From an optimization exercise on the open Yosys and OpenROAD flow, aimed at small area and a short achievable clock period; shortcuts taken in it are not production practice. Function was checked by simulation only, so behaviour that the tests miss may differ from the original. Power and IR drop assume default switching activity.

## run 1
// fifo
module fifo(clk,rst,din,dout,wen,ren,full,empty,fifo_cnt);
 input clk,rst;
 input [31:0] din;
 input wen,ren;
 output reg [4:0] fifo_cnt;
 output reg [31:0] dout;
 output reg full;
 output reg empty;
 reg [31:0] mem [0:15];
 reg [15:0] rsel, wsel;      
 reg        ne, nf;          
 reg [4:0]  ncnt;            
 wire rd  = ren & ne;                
 wire wr  = wen & (nf | ren);        
 wire inc = wr & ~rd;
 wire dec = rd & ~wr;
 wire [4:0] cnt    = ~ncnt;
 wire [4:0] cnt_up = cnt + 5'd1;
 wire [4:0] cnt_dn = cnt - 5'd1;
 wire [4:0] cnt_n  = inc ? cnt_up : dec ? cnt_dn : cnt;
 wire is1  = (cnt == 5'd1);
 wire is15 = (cnt == 5'd15);
 wire empty_n = ne ? (is1 & dec) : ~wen;
 wire full_n  = nf ? (is15 & inc) : ~dec;
 always @(posedge clk) begin
  if (!rst) begin
   fifo_cnt <= 5'd0;
   ncnt     <= 5'h1f;
   empty    <= 1'b1;
   full     <= 1'b0;
   ne       <= 1'b0;
   nf       <= 1'b1;
   wsel     <= 16'd1;
   rsel     <= 16'd1;
  end else begin
   fifo_cnt <= cnt_n;
   ncnt     <= ~cnt_n;
   empty    <= empty_n;
   full     <= full_n;
   ne       <= ~empty_n;
   nf       <= ~full_n;
   if (wr) wsel <= {wsel[14:0], wsel[15]};
   if (rd) rsel <= {rsel[14:0], rsel[15]};
  end
 end
 wire slot_we = nf | (wen & ren);
 integer i;
 always @(posedge clk) begin
  for (i = 0; i < 16; i = i + 1)
   if (slot_we && wsel[i]) mem[i] <= din;
 end
 wire [15:0] rs = rsel & {16{rd}};
 reg [31:0] dout_n;
 always @(*) begin
  dout_n = dout & {32{~rd}};
  for (i = 0; i < 16; i = i + 1)
   dout_n = dout_n | (mem[i] & {32{rs[i]}});
 end
 always @(posedge clk) dout <= dout_n;
endmodule
export LEC_CHECK = 0
export CAP_MARGIN = 20
export CORE_MARGIN = 2
export CORE_UTILIZATION = 40
export SETUP_SLACK_MARGIN = 0.9
export SLEW_MARGIN = 20
create_clock -name core_clock -period 2.4 [get_ports {clk}]
standard.sh (not shown) runs the stock make flow with config.mk's settings and CLKGATE_MAP_FILE= SYNTH_SCRIPT=/design/flow/synth_recipe.tcl, a recipe that flattens the netlist after the stock synthesis.
==> flow/flow/run.sh <==
#!/bin/bash
# The standard layout (standard.sh: the standard flow's synthesis and ORFS steps), with
# three changes:
#  - CTS clusters up to 15 sinks within 60 um and inserts no dummy loads,
#  - port buffers start as buf_4 instead of a delay-cell buffer,
#  - the resizer may swap cells across footprints.
set -euo pipefail
export CTS_ARGS="-sink_clustering_enable -repair_clock_nets -sink_clustering_size 15 -sink_clustering_max_diameter 60 -dont_use_dummy_load"
export BUFFER_PORTS_ARGS="-buffer_cell sky130_fd_sc_hd__buf_4"
bash standard.sh MATCH_CELL_FOOTPRINT=0 finish > standard_flow.log 2>&1
Setup changes, run 1 to run 2
==> flow/flow/run.sh <==
#!/bin/bash
# The standard layout (standard.sh: the standard flow's synthesis and ORFS steps), with
# three changes:
#  - CTS clusters up to 20 sinks within 80 um and inserts no dummy loads,
#  - port buffers start as buf_4 instead of a delay-cell buffer,
#  - the resizer may swap cells across footprints.
set -euo pipefail
export CTS_ARGS="-sink_clustering_enable -repair_clock_nets -sink_clustering_size 20 -sink_clustering_max_diameter 80 -dont_use_dummy_load"
export BUFFER_PORTS_ARGS="-buffer_cell sky130_fd_sc_hd__buf_4"
bash standard.sh MATCH_CELL_FOOTPRINT=0 finish > standard_flow.log 2>&1
-- flow/config.mk --
<<< run 1, line 10
export CORE_UTILIZATION = 40
export SETUP_SLACK_MARGIN = 0.9
export SLEW_MARGIN = 20
>>> run 2, line 10
export CORE_UTILIZATION = 40
export SETUP_SLACK_MARGIN = 0.85
export SLEW_MARGIN = 20
[summary]
Diff run 1 -> run 2: sequential share of the synthesized area barely changed; proportion of power drawn by combinational gates fell 0.3 points; average wire per cell in the routed design now sits lower; met1 wire length shrank by 5.1%; slack of the critical path now sits higher.
Looking at highest metal layer with signal wires, the met4 result is from run 1; the met5 one comes from run 2.
Diff run 2..run 1 | floorplan die width | unchanged
For run 3, these inputs were changed with respect to run 2:
==> flow/flow/run.sh <==
#!/bin/bash
# The standard layout (standard.sh: the standard flow's synthesis and ORFS steps), with
# three changes:
#  - CTS clusters up to 25 sinks within 100 um and inserts no dummy loads,
#  - port buffers start as buf_4 instead of a delay-cell buffer,
#  - the resizer may swap cells across footprints.
set -euo pipefail
export CTS_ARGS="-sink_clustering_enable -repair_clock_nets -sink_clustering_size 25 -sink_clustering_max_diameter 100 -dont_use_dummy_load"
export BUFFER_PORTS_ARGS="-buffer_cell sky130_fd_sc_hd__buf_4"
bash standard.sh MATCH_CELL_FOOTPRINT=0 finish > standard_flow.log 2>&1
-- flow/config.mk --
<<< run 2, line 10
export CORE_UTILIZATION = 40
export SETUP_SLACK_MARGIN = 0.85
export SLEW_MARGIN = 20
>>> run 3, line 10
export CORE_UTILIZATION = 40
export SETUP_SLACK_MARGIN = 1.0
export SLEW_MARGIN = 20
==> notes.md <==
Run 3 does better than run 2 on clock skew after layout.
Run 3 vs. run 2: count of cell instances traversed by the critical path saw little to no change, maximum frequency saw a decrease.
Compared with run 2, in run 3 share of total power consumed by net switching rose by 0.55 points, final critical-path required period rose by 0.038 ns.
Lower proportion of power drawn by combinational gates among run 3 and run 2: run 2
The power density relative to cell area number comes out higher for run 2 vs run 3.
The inputs of run 4 differ from those of run 3 as listed below.
==> flow/flow/run.sh <==
#!/bin/bash
# The standard layout (standard.sh: the standard flow's synthesis and ORFS steps), with
# three changes:
#  - CTS clusters up to 20 sinks within 80 um and inserts no dummy loads,
#  - port buffers start as buf_4 instead of a delay-cell buffer,
#  - the resizer may swap cells across footprints.
set -euo pipefail
export CTS_ARGS="-sink_clustering_enable -repair_clock_nets -sink_clustering_size 20 -sink_clustering_max_diameter 80 -dont_use_dummy_load"
export BUFFER_PORTS_ARGS="-buffer_cell sky130_fd_sc_hd__buf_4"
bash standard.sh MATCH_CELL_FOOTPRINT=0 finish > standard_flow.log 2>&1
-- flow/config.mk --
<<< run 3, line 10
export CORE_UTILIZATION = 40
export SETUP_SLACK_MARGIN = 1.0
export SLEW_MARGIN = 20
>>> run 4, line 10
export CORE_UTILIZATION = 40
export SETUP_SLACK_MARGIN = 0.9
export SLEW_MARGIN = 20
Findings:
Final global-route overflow total: run 3 vs run 4, no meaningful difference
Per the comparison of run 4 with run 3, number of violations reported at the end of detailed-routing iteration 0 fell 358; number of vias in the routed layout fell about 5%.
## Diff of input files: run 5 against run 4
==> flow/flow/run.sh <==
#!/bin/bash
# The standard layout (standard.sh: the standard flow's synthesis and ORFS steps), with
# three changes:
#  - CTS clusters up to 25 sinks within 100 um and inserts no dummy loads,
#  - port buffers start as buf_4 instead of a delay-cell buffer,
#  - the resizer may swap cells across footprints.
set -euo pipefail
export CTS_ARGS="-sink_clustering_enable -repair_clock_nets -sink_clustering_size 25 -sink_clustering_max_diameter 100 -dont_use_dummy_load"
export BUFFER_PORTS_ARGS="-buffer_cell sky130_fd_sc_hd__buf_4"
bash standard.sh MATCH_CELL_FOOTPRINT=0 finish > standard_flow.log 2>&1
Findings:
Re die outline area: no difference whatsoever between run 4 and run 5. Sort run 5 and run 4 by maximum frequency asc -> top: run 5. Total power of run 5 is lower than that of run 4. Compare run 5 and run 4 | total routed wire length on the met1 layer lower: run 4. Combinational cell fraction of total power: run 5 vs run 4 up 0.5 points. Comparing number of buffers outside the clock class in the layout for run 5 and run 4, the bigger number came from run 5. The cell area after layout of run 5 falls short of that of run 4 by 0.33%. Changes observed in run 5 relative to run 4: via count of the first global-routing pass moved down, leakage component of the power moved down.

---

The RTL this note starts from:
==> flow/design.v <==
module fifo(clk,rst,din,dout,wen,ren,full,empty,fifo_cnt);
 input clk,rst;
 input [31:0] din;
 input wen,ren;
 output reg [4:0] fifo_cnt;
 output reg [31:0] dout;
 output reg full;
 output reg empty;
 reg [31:0] mem [0:15];
 reg [15:0] rsel, wsel;      
 reg        ne, nf;          
 wire rd  = ren & ne;                
 wire wr  = wen & (nf | ren);        
 wire inc = wr & ~rd;
 wire dec = rd & ~wr;
 wire [4:0] cnt_up = fifo_cnt + 5'd1;
 wire [4:0] cnt_dn = fifo_cnt - 5'd1;
 wire is1  = (fifo_cnt == 5'd1);
 wire is15 = (fifo_cnt == 5'd15);
 wire empty_n = ne ? (is1 & dec) : ~wen;
 wire full_n  = nf ? (is15 & inc) : ~dec;
 always @(posedge clk) begin
  if (!rst) begin
   fifo_cnt <= 5'd0;
   empty    <= 1'b1;
   full     <= 1'b0;
   ne       <= 1'b0;
   nf       <= 1'b1;
   wsel     <= 16'd1;
   rsel     <= 16'd1;
  end else begin
   fifo_cnt <= inc ? cnt_up : dec ? cnt_dn : fifo_cnt;
   empty <= empty_n;
   full  <= full_n;
   ne    <= ~empty_n;
   nf    <= ~full_n;
   if (wr) wsel <= {wsel[14:0], wsel[15]};
   if (rd) rsel <= {rsel[14:0], rsel[15]};
  end
 end
 wire slot_we = nf | (wen & ren);
 integer i;
 always @(posedge clk) begin
  for (i = 0; i < 16; i = i + 1)
   if (slot_we && wsel[i]) mem[i] <= din;
 end
 reg [31:0] rdata;
 always @(*) begin
  rdata = 32'd0;
  for (i = 0; i < 16; i = i + 1)
   rdata = rdata | (mem[i] & {32{rsel[i]}});
 end
 always @(posedge clk) begin
  if (rd) dout <= rdata;
 end
endmodule
==> flow/config.mk <==
export PLATFORM = sky130hd
export DESIGN_NAME = fifo
export DESIGN_NICKNAME = fifo
export VERILOG_FILES = /design/flow/design.v
export SDC_FILE = /design/flow/constraint.sdc
export NUM_CORES = 4
export LEC_CHECK = 0
export CAP_MARGIN = 20
export CORE_MARGIN = 2
export CORE_UTILIZATION = 40
export SETUP_SLACK_MARGIN = 0.7
export SLEW_MARGIN = 20
==> flow/constraint.sdc <==
create_clock -name core_clock -period 2.4 [get_ports {clk}]
set_input_delay 0.4800 -clock core_clock [delete_from_list [all_inputs] [get_ports {clk}]]
set_output_delay 0.4800 -clock core_clock [all_outputs]
set_load 0.01 [all_outputs]
run.sh (not shown) runs the stock make flow with config.mk's settings and CLKGATE_MAP_FILE= SYNTH_SCRIPT=/design/flow/synth_recipe.tcl, a recipe that flattens the netlist after the stock synthesis.
Stock flow here: none of the scripts above is used.
The first run passed the timing, design-rule and antenna checks.
Then changed:
--- a/flow/config.mk
+++ b/flow/config.mk
@@ -8,5 +8,5 @@
 export CAP_MARGIN = 20
 export CORE_MARGIN = 2
-export CORE_UTILIZATION = 40
-export SETUP_SLACK_MARGIN = 0.7
+export CORE_UTILIZATION = 55
+export SETUP_SLACK_MARGIN = 0.9
 export SLEW_MARGIN = 20
- The new run ran to the end with no violations
- final area came out higher by roughly a tenth
- clock skew goes down by 0.0059 ns
- non-clock buffer count came out higher by 103
- via count increases by roughly a tenth
- synthesized area does not change
- sequential power stays flat
- routed wire length came out higher by about a fifth
- worst setup slack gets better by 0.077 ns
- count of clock-buffer cells in the layout is unchanged
- register-to-register slack improved by 0.13 ns

---

Another version of the RTL of fifo (not shown whole).
Size in the first run: ~22000 um2 of cells after synthesis.
make LEC_CHECK=0 CAP_MARGIN=20 CORE_MARGIN=2 CORE_UTILIZATION=60 CTS_CLUSTER_DIAMETER=100 CTS_CLUSTER_SIZE=30 SETUP_SLACK_MARGIN=0.8 SLEW_MARGIN=20 finish   # period 2.4 ns
The starting point completed without violations.
Change:
==> flow/flow/run.sh (new file) <==
#!/bin/bash
# The standard layout (standard.sh: the standard flow's synthesis and ORFS steps), with
# three changes:
#  - CTS clusters up to 25 sinks within 100 um and inserts no dummy loads,
#  - port buffers start as buf_4 instead of a delay-cell buffer,
#  - the resizer may swap cells across footprints.
set -euo pipefail
export CTS_ARGS="-sink_clustering_enable -repair_clock_nets -sink_clustering_size 25 -sink_clustering_max_diameter 100 -dont_use_dummy_load"
export BUFFER_PORTS_ARGS="-buffer_cell sky130_fd_sc_hd__buf_4"
bash standard.sh MATCH_CELL_FOOTPRINT=0 finish > standard_flow.log 2>&1
==> flow/standard.sh (new file) <==
#!/bin/bash
# synth_recipe.tcl (not shown) runs the flow's synth.tcl, then flattens the netlist and writes it again
# the make line also repeats each setting of config.mk as NAME=value (left out here)
make -C /OpenROAD-flow-scripts/flow DESIGN_CONFIG=/design/flow/config.mk WORK_HOME=/design/flow/orfs CLKGATE_MAP_FILE= SYNTH_SCRIPT=/design/flow/synth_recipe.tcl "${@:-finish}"
Settings changed: CORE_UTILIZATION 60 to 40, CTS_CLUSTER_DIAMETER 100 to unset, CTS_CLUSTER_SIZE 30 to unset.
removed: flow/run.sh
After rerunning: The new run produced a clean layout. Setup slack improves by 0.0092 ns. Clock-buffer cell count drops by 14. Global-route usage drops by 10 points. Final area climbs by 1.1%. Hold slack degrades by 0.26 ns. Via count is about the same. First-iteration DRC count climbs by 0.62%. Routed wire length climbs by about 2.3%. Critical path depth drops by 4. Total power climbs by 0.95%. Die area climbs by about 50%.
Change:
==> flow/run.sh (new file) <==
#!/bin/bash
# synth_recipe.tcl (not shown) runs the flow's synth.tcl, then flattens the netlist and writes it again
# the make line also repeats each setting of config.mk as NAME=value (left out here)
make -C /OpenROAD-flow-scripts/flow DESIGN_CONFIG=/design/flow/config.mk WORK_HOME=/design/flow/orfs CLKGATE_MAP_FILE= SYNTH_SCRIPT=/design/flow/synth_recipe.tcl finish
Settings changed: CTS_CLUSTER_DIAMETER set to 100, CTS_CLUSTER_SIZE set to 30.
removed: flow/flow/run.sh
removed: flow/standard.sh
Outcome:
- The changed run completed without violations
- sequential share of layout area rose by 0.56 points
- wire length fell by 3.3%
- via count fell by 1.9%
- global-route usage fell by 0.48 points
- clock skew rose by 0.0047 ns
- setup slack is about the same
Change:
==> flow/flow/run.sh (new file) <==
#!/bin/bash
# The standard layout (standard.sh: the standard flow's synthesis and ORFS steps), with
# three changes:
#  - CTS clusters up to 20 sinks within 80 um and inserts no dummy loads,
#  - port buffers start as buf_4 instead of a delay-cell buffer,
#  - the resizer may swap cells across footprints.
set -euo pipefail
export CTS_ARGS="-sink_clustering_enable -repair_clock_nets -sink_clustering_size 20 -sink_clustering_max_diameter 80 -dont_use_dummy_load"
export BUFFER_PORTS_ARGS="-buffer_cell sky130_fd_sc_hd__buf_4"
bash standard.sh MATCH_CELL_FOOTPRINT=0 finish > standard_flow.log 2>&1
==> flow/standard.sh (new file) <==
#!/bin/bash
# synth_recipe.tcl (not shown) runs the flow's synth.tcl, then flattens the netlist and writes it again
# the make line also repeats each setting of config.mk as NAME=value (left out here)
make -C /OpenROAD-flow-scripts/flow DESIGN_CONFIG=/design/flow/config.mk WORK_HOME=/design/flow/orfs CLKGATE_MAP_FILE= SYNTH_SCRIPT=/design/flow/synth_recipe.tcl "${@:-finish}"
Settings changed: CTS_CLUSTER_DIAMETER 100 to unset, CTS_CLUSTER_SIZE 30 to unset, SETUP_SLACK_MARGIN 0.8 to 0.9.
removed: flow/run.sh
=> The changed run finished clean. Sequential cell count stays the same. Maximum frequency is higher by 2.6%. Clock skew is higher by 0.0088 ns. Area after synthesis does not change. Clock-buffer cell count is lower by 6.

[afterwards: timing with drivers on the ports]
In the flow no input, the clock included, has a driving cell. The finished layouts below were timed again as built, in two steps.
Step 1, drivers: a clkbuf_16 drives clk and a buf_2 each remaining input, both assumed.
Step 2 moves the port delays by t, midway between the first and last clock arrival at a register: inputs arrive t later, outputs are due t later. That takes back most of the time a late clock gives input paths.
a / b / c = ideal / step 1 / step 2; a / b = the first two.
run | shift t [ns] | slack for setup (ns) | latest minus earliest clock arrival (ns) | slew at the worst register clock pin (ns)
run 1 | 0.613 | 0.840 / 0.791 / 0.415 | 0.079 / 0.079 | 0.07 / 0.07
run 2 | 0.598 | 0.857 / 0.804 / 0.435 | 0.068 / 0.068 | 0.09 / 0.09
run 3 | 0.647 | 0.819 / 0.762 / 0.398 | 0.029 / 0.029 | 0.11 / 0.11
run 4 | 0.599 | 0.852 / 0.799 / 0.418 | 0.071 / 0.071 | 0.09 / 0.09
run 5 | 0.641 | 0.812 / 0.759 / 0.457 | 0.040 / 0.040 | 0.10 / 0.10
the first run of note 2 | 0.659 | 0.671 / 0.621 / 0.092 | 0.026 / 0.026 | 0.06 / 0.06
the second run of note 2 | 0.663 | 0.747 / 0.691 / 0.148 | 0.021 / 0.022 | 0.06 / 0.06
the first run of note 3 | 0.626 | 0.778 / 0.755 / 0.238 | 0.022 / 0.022 | 0.12 / 0.12
the second run of note 3 | 0.649 | 0.787 / 0.732 / 0.644 | 0.013 / 0.013 | 0.10 / 0.10
the third run of note 3 | 0.645 | 0.786 / 0.747 / 0.278 | 0.019 / 0.019 | 0.12 / 0.12
the fourth run of note 3 | 0.615 | 0.827 / 0.789 / 0.678 | 0.025 / 0.026 | 0.09 / 0.09
After both steps setup and hold are still met in every run listed. The setup slack of the second run of note 2, which loses most, moves by -0.056 ns with the drivers and by -0.599 ns with both steps.
